Source: an optimization exercise on an open RTL-to-GDS flow (aim: small area). Production flows keep margins and buffers that such runs may drop. Only simulation tests tie the RTL to the original design; equivalence was not proved. Power is estimated from default activity; no workload was simulated.

==> job 798 <==
## top
module top(
	   input wire 	     clk,
	   input wire 	     rst,
	   input wire 	     btn0,
	   input wire 	     rx_bluetooth,
	   input wire 	     rx_husky,
	   input wire [15:0] adc_data,
	   input wire 	     adc_drdy,
	   input wire 	     echo,
	   output wire 	     tx_bluetooth,
	   output wire 	     tx_husky,
	   output wire 	     tx_pc,
	   output wire 	     A_1A,
	   output wire 	     A_1B,
	   output wire 	     B_1A,
	   output wire 	     B_1B,
	   output wire [3:0] led,
	   output wire 	     right_pwm_r,
	   output wire 	     right_pwm_g,
	   output wire 	     right_pwm_b,
	   output wire 	     left_pwm_r,
	   output wire 	     left_pwm_g,
	   output wire 	     left_pwm_b,
	   output wire 	     trig,
	   output wire 	     buzzer,
	   output wire 	     adc_den
	   );
   assign tx_pc = rx_husky;
   reg [7:0] pwm_cnt;
   always @(posedge clk) pwm_cnt <= rst ? 8'd0 : pwm_cnt + 8'd1;
   wire       bt_done;
   wire [7:0] bt_data;
   uart_rx bt_rx(.clk(clk), .rst(rst), .rx(rx_bluetooth), .rx_done(bt_done), .rx_data(bt_data));
   localparam [2:0] MAN_STOP = 3'b000, MAN_AUTO = 3'b001, MAN_F = 3'b111,
                    MAN_B = 3'b100, MAN_L = 3'b101, MAN_R = 3'b110;
   reg        periodic;
   reg [2:0]  man;
   reg        prev_v;
   reg        arrow_en;
   reg        bt_pd;       
   reg [20:0] timer;
   wire timer_max = timer == 21'd1_499_999;
  ...
Settings: LEC_CHECK=0, CAP_MARGIN=20, CORE_MARGIN=2, CORE_UTILIZATION=40, SLEW_MARGIN=20; clock period 40.0 ns.
run.sh (not shown) runs the stock make flow with config.mk's settings and CLKGATE_MAP_FILE= SYNTH_SCRIPT=/design/flow/synth_recipe.tcl, a recipe that flattens the netlist after the stock synthesis.
==> inputs of job 6762, as changes to job 798 <==
--- a/flow/design.v
+++ b/flow/design.v
@@ -5,32 +5,33 @@
     output wire       rx_done,
     output wire [7:0] rx_data
 );
     reg        rx_temp;
     reg        active;     
     reg [3:0]  bc;
     reg [10:0] div;
     reg [7:0]  sh;
-    wire baud = active && div == 11'd11;
+    wire tick = div == 11'h7fc;
+    wire baud = active && tick;
     assign rx_done = active && bc == 4'd12;
     assign rx_data = sh;
     always @(posedge clk) begin
         rx_temp <= rst | rx;
         if (rst)
             active <= 1'b0;
         else if (!active)
             active <= !rx_temp;
         else if (bc == 4'd12)
             active <= 1'b0;
         if (!active)
             bc <= 4'd0;
         else if (bc >= 4'd10 || baud)
             bc <= bc + 4'd1;
-        div <= (!active || div == 11'd1249) ? 11'd0 : div + 11'd1;
+        div <= !active ? 11'd0 : tick ? 11'h439 : {div[9:0], ~(div[10] ^ div[8])};
         if (baud && bc != 4'd9)
             sh <= {rx_temp, sh[7:1]};
     end
 endmodule
 module uart_tx(
     input  wire       clk,
     input  wire       rst,
     input  wire       start,    
@@ -42,17 +43,17 @@
     output wire       tx
 );
     localparam S_IDLE = 3'd0, S_BUILD = 3'd1, S_LOAD = 3'd2, S_SEND = 3'd3,
                S_TRANS = 3'd4, S_WAIT = 3'd5, S_DONE = 3'd6;
     reg [2:0]  state;
     reg [10:0] div;
     reg [3:0]  bc;
     wire trans = state == S_TRANS;
-    wire tick  = div == 11'd1;
+    wire tick  = div == 11'h001;
     assign load = state == S_LOAD;
     assign next = state == S_WAIT && !last;
     assign done = state == S_DONE;
     reg bit_out;
     always @(*) begin
         case (bc)
             4'd1: bit_out = 1'b0;
             4'd2: bit_out = data[0];
@@ -74,17 +75,17 @@
             S_IDLE:  if (start) state <= S_BUILD;
             S_BUILD: state <= S_LOAD;
             S_LOAD:  state <= S_SEND;
             S_SEND:  state <= S_TRANS;
             S_TRANS: if (bc == 4'd10 && tick) state <= S_WAIT;
             S_WAIT:  state <= last ? S_DONE : S_LOAD;
             default: state <= S_IDLE;
         endcase
-        div <= (!trans || div == 11'd1249) ? 11'd0 : div + 11'd1;
+        div <= !trans ? 11'd0 : tick ? 11'h329 : {div[9:0], ~(div[10] ^ div[8])};
         bc  <= !trans ? 4'd0 : bc + {3'd0, tick};
     end
 endmodule
 `timescale 1ns / 1ps
 module top(
 	   input wire 	     clk,
 	   input wire 	     rst,
 	   input wire 	     btn0,
@@ -119,18 +120,18 @@
    uart_rx bt_rx(.clk(clk), .rst(rst), .rx(rx_bluetooth), .rx_done(bt_done), .rx_data(bt_data));
    localparam [2:0] MAN_STOP = 3'b000, MAN_AUTO = 3'b001, MAN_F = 3'b111,
                     MAN_B = 3'b100, MAN_L = 3'b101, MAN_R = 3'b110;
    reg        periodic;
    reg [2:0]  man;
    reg        prev_v;
    reg        arrow_en;
    reg        bt_pd;       
-   reg [20:0] timer;
-   wire timer_max = timer == 21'd1_499_999;
+   reg [20:0] timer;     
+   wire timer_max = timer == 21'h1cc75c;    
    always @(posedge clk) begin
       if (rst) begin
          periodic <= 1'b0;
          man      <= MAN_STOP;
          prev_v   <= 1'b0;
       end else if (bt_done) begin
          case (bt_data)
            8'h46: man <= MAN_F;
@@ -142,17 +143,17 @@
            8'h41: begin
               periodic <= !periodic;
               man      <= periodic ? MAN_STOP : MAN_AUTO;
            end
            default: if (!periodic) man <= MAN_STOP;
          endcase
          prev_v <= bt_data == 8'h56;
       end
-      timer    <= (!periodic || timer_max) ? 21'd0 : timer + 21'd1;
+      timer    <= (!periodic || timer_max) ? 21'd0 : {timer[19:0], ~(timer[20] ^ timer[18])};
       arrow_en <= !rst && ((periodic && timer_max) || (bt_done && bt_data == 8'h56 && !prev_v));
       bt_pd    <= !rst && bt_done;
    end
    reg [3:0] led_byte;
    always @(*) begin
       case (bt_data)
         8'h46: led_byte = 4'b1000;
         8'h52: led_byte = 4'b0001;
@@ -207,26 +208,35 @@
    reg [7:0] buf0, buf1, buf2, buf3, buf4, buf5, buf6, buf7;
    reg       bt_start;
    localparam [2:0] D_NONE = 3'd0, D_F = 3'd1, D_B = 3'd2, D_L = 3'd3, D_R = 3'd4;
    reg [2:0] dmode;
    wire      bt_req_done;
    wire p_act   = !lag;
    wire p_shift = p_act && pst == P_DW && hu_done && !pcnt[3];
    wire p_rot   = p_act && pst == P_SW && bt_req_done;
-   wire [15:0] ox = {buf2, buf1};
-   wire [15:0] oy = {buf4, buf3};
+   reg       d_bor, d_lo, near;
+   wire      d_hi = !pcnt[0];
+   wire [8:0] d_diff = {d_hi & buf0[7], buf0} - {d_hi & buf4[7], buf4} - {8'd0, d_hi & d_bor};
+   wire      d_lo_ok = d_diff[7:0] != 8'd0 && d_diff[7:0] < 8'd30;
+   always @(posedge clk) begin
+      if (p_rot && pcnt <= 4'd4) begin
+         if (!d_hi) begin
+            d_bor <= d_diff[8];
+            d_lo  <= d_lo_ok;
+         end else
+           near <= (pcnt[2] ? near : 1'b1) && d_lo && d_diff == 9'd0;
+      end
+   end
    wire [15:0] tx_ = {buf6, buf5};
    wire [15:0] ty_ = {buf0, buf7};
-   wire signed [16:0] dx = $signed(tx_) - $signed(ox);
-   wire signed [16:0] dy = $signed(ty_) - $signed(oy);
    wire f_en = tx_ > 16'd100 && tx_ < 16'd200 && ty_ <= 16'd130;
    wire b_en = tx_ > 16'd100 && tx_ < 16'd200 && ty_ > 16'd130 && ty_ < 16'd200;
    wire l_en = tx_ < 16'd101;
-   wire susp = (ty_ > 16'd200 && ty_ < 16'd240) || (dx > -30 && dx < 0 && dy > -30 && dy < 0);
+   wire susp = (ty_ > 16'd200 && ty_ < 16'd240) || near;
    wire r_en = tx_ > 16'd199 || susp;
    wire [2:0] new_mode = f_en ? D_F : b_en ? D_B : l_en ? D_L : r_en ? D_R : D_NONE;
    always @(posedge clk) begin
       if (p_shift || p_rot) begin
          buf0 <= buf1; buf1 <= buf2; buf2 <= buf3; buf3 <= buf4;
          buf4 <= buf5; buf5 <= buf6; buf6 <= buf7;
          buf7 <= p_shift ? hu_data : buf0;
       end
@@ -262,64 +272,91 @@
            default: ;
          endcase
       end
    end
    uart_tx bt_tx(.clk(clk), .rst(rst), .start(bt_start), .last(1'b1), .data(buf0),
                  .load(), .next(), .done(bt_req_done), .tx(tx_bluetooth));
    localparam [2:0] A_STOP = 3'b000, A_F = 3'b111, A_B = 3'b100, A_L = 3'b101, A_R = 3'b110;
    reg        turn_phase;
-   reg [20:0] dcnt;
+   reg [16:0] dpre;
+   reg [4:0]  dq;
    reg [2:0]  auto_st;
+   reg        d_clr, d_inc;
    wire [2:0] a_dir = dmode == D_L ? A_L : A_R;
+   always @(*) begin
+      d_clr = 1'b1;
+      d_inc = 1'b0;
+      if (rst || dmode == D_F || dmode == D_NONE) ;
+      else if (dmode == D_B) begin
+         if (dq < 5'd20) begin d_clr = 1'b0; d_inc = 1'b1; end
+      end else if (turn_phase) begin
+         if (dq < 5'd5) begin d_clr = 1'b0; d_inc = 1'b1; end
+      end else begin
+         if (dq < 5'd9) begin d_clr = 1'b0; d_inc = 1'b1; end
+      end
+   end
+   wire dpre_wrap = dpre == 17'h12a35;
    always @(posedge clk) begin
+      if (d_clr) begin
+         dpre <= 17'd0;
+         dq   <= 5'd0;
+      end else if (dpre_wrap) begin
+         dpre <= 17'h10000;
+         dq   <= dq + 5'd1;
+      end else
+        dpre <= {dpre[15:0], ~(dpre[16] ^ dpre[13])};
       if (rst || dmode == D_F || dmode == D_NONE) begin
          turn_phase <= 1'b1;
-         dcnt       <= 21'd0;
          auto_st    <= (!rst && dmode == D_F) ? A_F : A_STOP;
-      end else if (dmode == D_B) begin
-         if (dcnt < 21'd1_999_999) begin dcnt <= dcnt + 21'd1; auto_st <= A_B; end
-         else begin dcnt <= 21'd0; auto_st <= A_STOP; end
-      end else if (turn_phase) begin
-         if (dcnt < 21'd499_999) begin dcnt <= dcnt + 21'd1; auto_st <= a_dir; end
-         else begin turn_phase <= 1'b0; dcnt <= 21'd0; auto_st <= A_STOP; end
+      end else if (dmode == D_B)
+        auto_st <= d_inc ? A_B : A_STOP;
+      else if (turn_phase) begin
+         auto_st <= d_inc ? a_dir : A_STOP;
+         if (!d_inc) turn_phase <= 1'b0;
       end else begin
-         if (dcnt < 21'd899_999) begin dcnt <= dcnt + 21'd1; auto_st <= A_STOP; end
-         else begin turn_phase <= 1'b1; dcnt <= 21'd0; auto_st <= a_dir; end
+         auto_st <= d_inc ? A_STOP : a_dir;
+         if (!d_inc) turn_phase <= 1'b1;
       end
    end
    reg [20:0] tcnt;
-   always @(posedge clk) tcnt <= (rst || tcnt == 21'd1_200_000) ? 21'd0 : tcnt + 21'd1;
-   assign trig = tcnt != 21'd0 && tcnt <= 21'd1200;
+   reg        trig_r;
+   wire       tcnt_0 = tcnt == 21'd0;
+   always @(posedge clk) begin
+      tcnt   <= (rst || tcnt == 21'h1a1d4b) ? 21'd0 : {tcnt[19:0], ~(tcnt[20] ^ tcnt[18])};
+      trig_r <= !rst && (tcnt_0 || (trig_r && tcnt != 21'h09ebaf));
+   end
+   assign trig = trig_r;
    reg        echo_d, echo_start, fell, obstacle;
    reg [11:0] epre;      
    reg [2:0]  eunits;    
    wire       efall = !echo_start && !echo && echo_d;
    always @(posedge clk) begin
       echo_d     <= !rst && echo;
       echo_start <= !rst && echo && !echo_d;
       fell       <= !rst && efall;
       if (echo_start) begin
          epre   <= 12'd0;
          eunits <= 3'd0;
       end else if (echo) begin
-         if (epre == 12'd3479) begin
+         if (epre == 12'h712) begin
             epre <= 12'd0;
             if (eunits != 3'd6) eunits <= eunits + 3'd1;
          end else
-           epre <= epre + 12'd1;
+           epre <= {epre[10:0], ~(epre[11] ^ epre[5] ^ epre[3] ^ epre[0])};
       end
       if (rst) obstacle <= 1'b0;
       else if (efall) obstacle <= eunits < 3'd4;
    end
    reg [2:0]  bp;
    reg [16:0] bpre;      
    reg [4:0]  bq;        
    reg        tone_en;
-   reg [13:0] tone_cnt;
+   reg [13:0] tone_cnt;  
+   reg        buzz;
    reg        beep_ge;
    always @(*) begin
       case (bp)
         3'd0: beep_ge = 1'b1;
         3'd1: beep_ge = bq >= 5'd1;
         3'd2: beep_ge = bq >= 5'd3;
         3'd3: beep_ge = bq >= 5'd6;
         3'd4: beep_ge = bq >= 5'd12;
@@ -328,46 +365,51 @@
    end
    wire beep_off = bp[2] & bp[1];
    always @(posedge clk) begin
       if (rst) bp <= 3'd0;
       else if (fell) bp <= eunits[2:1] == 2'b00 ? 3'd1 : eunits;
       if (rst || beep_off || beep_ge) begin
          bpre <= 17'd0;
          bq   <= 5'd0;
-      end else if (bpre == 17'd99_999) begin
+      end else if (bpre == 17'h0546b) begin
          bpre <= 17'd0;
          bq   <= bq + 5'd1;
       end else
-        bpre <= bpre + 17'd1;
+        bpre <= {bpre[15:0], ~(bpre[16] ^ bpre[13])};
       if (rst || beep_off) tone_en <= 1'b0;
       else if (beep_ge) tone_en <= !tone_en;
-      tone_cnt <= (rst || !tone_en || tone_cnt == 14'd15000) ? 14'd0 : tone_cnt + 14'd1;
+      tone_cnt <= (rst || !tone_en || tone_cnt == 14'h2751) ? 14'd0
+                  : {tone_cnt[12:0], ~(tone_cnt[13] ^ tone_cnt[4] ^ tone_cnt[2] ^ tone_cnt[0])};
+      buzz     <= !rst && tone_en && (tone_cnt == 14'd0 || (buzz && tone_cnt != 14'h11d7));
    end
-   assign buzzer = tone_cnt != 14'd0 && tone_cnt <= 14'd7500;
+   assign buzzer = buzz;
    wire is_auto = man == MAN_AUTO;
    wire thr = auto_st[1] ? (auto_st[0] ? pwm_cnt < 8'd185 : pwm_cnt < 8'd200)
                          : (auto_st[0] ? pwm_cnt < 8'd200 : pwm_cnt < 8'd180);
    wire m_on = is_auto ? (auto_st[2] && !obstacle && thr) : man[2];
    wire m_u  = is_auto ? auto_st[1] : man[1];
    wire m_v  = is_auto ? auto_st[0] : man[0];
    assign A_1A = m_on & m_u;
    assign A_1B = m_on & !m_u;
    assign B_1A = m_on & m_v;
    assign B_1B = m_on & !m_v;
-   reg [15:0] xcnt;
-   always @(posedge clk) xcnt <= (rst || xcnt == 16'd60000) ? 16'd0 : xcnt + 16'd1;
+   reg [15:0] xcnt;      
+   always @(posedge clk)
+     xcnt <= (rst || xcnt == 16'hadd6) ? 16'd0 : {xcnt[14:0], ~(xcnt[15] ^ xcnt[14] ^ xcnt[12] ^ xcnt[3])};
    assign adc_den = xcnt == 16'd1;
    wire [11:0] av = adc_data[15:4];
-   wire [17:0] scaled = ({6'd0, av} - 18'd880) * 18'd271;
+   wire [8:0]  ax = av[8:0] - 9'd368;
+   wire [12:0] ax15 = {ax, 4'd0} - {4'd0, ax};
+   wire [9:0]  ascaled = {1'b0, ax} + {5'd0, ax15[12:8]};
    reg  [7:0]  duty;
    reg         pwm;
    always @(posedge clk) begin
       if (rst) duty <= 8'd0;
-      else if (adc_drdy) duty <= av <= 12'd880 ? 8'd0 : av >= 12'd1360 ? 8'd255 : scaled[16:9];
+      else if (adc_drdy) duty <= av <= 12'd880 ? 8'd0 : av >= 12'd1360 ? 8'd255 : ascaled[8:1];
       pwm <= !rst && pwm_cnt < duty;
    end
    assign right_pwm_r = pwm;
    assign right_pwm_g = pwm;
    assign right_pwm_b = pwm;
    assign left_pwm_r  = pwm;
    assign left_pwm_g  = pwm;
    assign left_pwm_b  = pwm;
==> notes <==
Job 6762 went through all stages and came out clean. Job 798 finished clean.
Between job 798 and job 6762, the lower non-clock buffer count is in job 6762 (gap 6).
Critical path depth is the same in job 798 and job 6762.
Against job 798, the final area of job 6762 is smaller by about 20%.
In job 6762 the global-route usage is lower than in job 798, by 1.7 points.
Between job 6762 and job 798, the lower synthesized cell count is in job 6762 (gap 30%, measured against job 798).
Sequential share of layout area: job 6762 is higher than job 798 (10 points).
In job 6762 the area after synthesis is smaller than in job 798, by 21%.
Sequential cell count: job 6762 is higher than job 798 (6).
Between job 798 and job 6762, the lower sequential power is in job 6762 (gap about 1%, measured against job 6762).
Against job 6762, the via count of job 798 is higher by 40%.

-- afterwards: timing with drivers on the ports --
Ports are ideal in the flow. The routed layouts listed here were re-timed in OpenROAD.
Step 1 (the two cells are an assumption about what drives the block):
set clk [get_ports {clk}]
set_driving_cell -lib_cell sky130_fd_sc_hd__clkbuf_16 $clk
set_driving_cell -lib_cell sky130_fd_sc_hd__buf_2 [delete_from_list [all_inputs] $clk]
Step 2 adds t to the input delays and takes it off the output delays; t is the mean of the earliest and latest rising clock arrival at the registers after step 1. Input paths then give back, and output paths get back, about the clock's delay inside the block.
a / b / c = ideal ports / drivers / drivers and shift; a / b = the first two.
| run | t, ns | setup WS [ns] | worst register clock-pin slew, ns | cell pins on the clock port's net |
|---|---|---|---|---|
| job 798 | 0.573 | 22.971 / 22.950 / 22.950 | 0.06 / 0.06 | 1 |
| job 6762 | 0.557 | 23.003 / 22.982 / 22.982 | 0.06 / 0.06 | 1 |
After both steps every run listed still meets setup and hold.
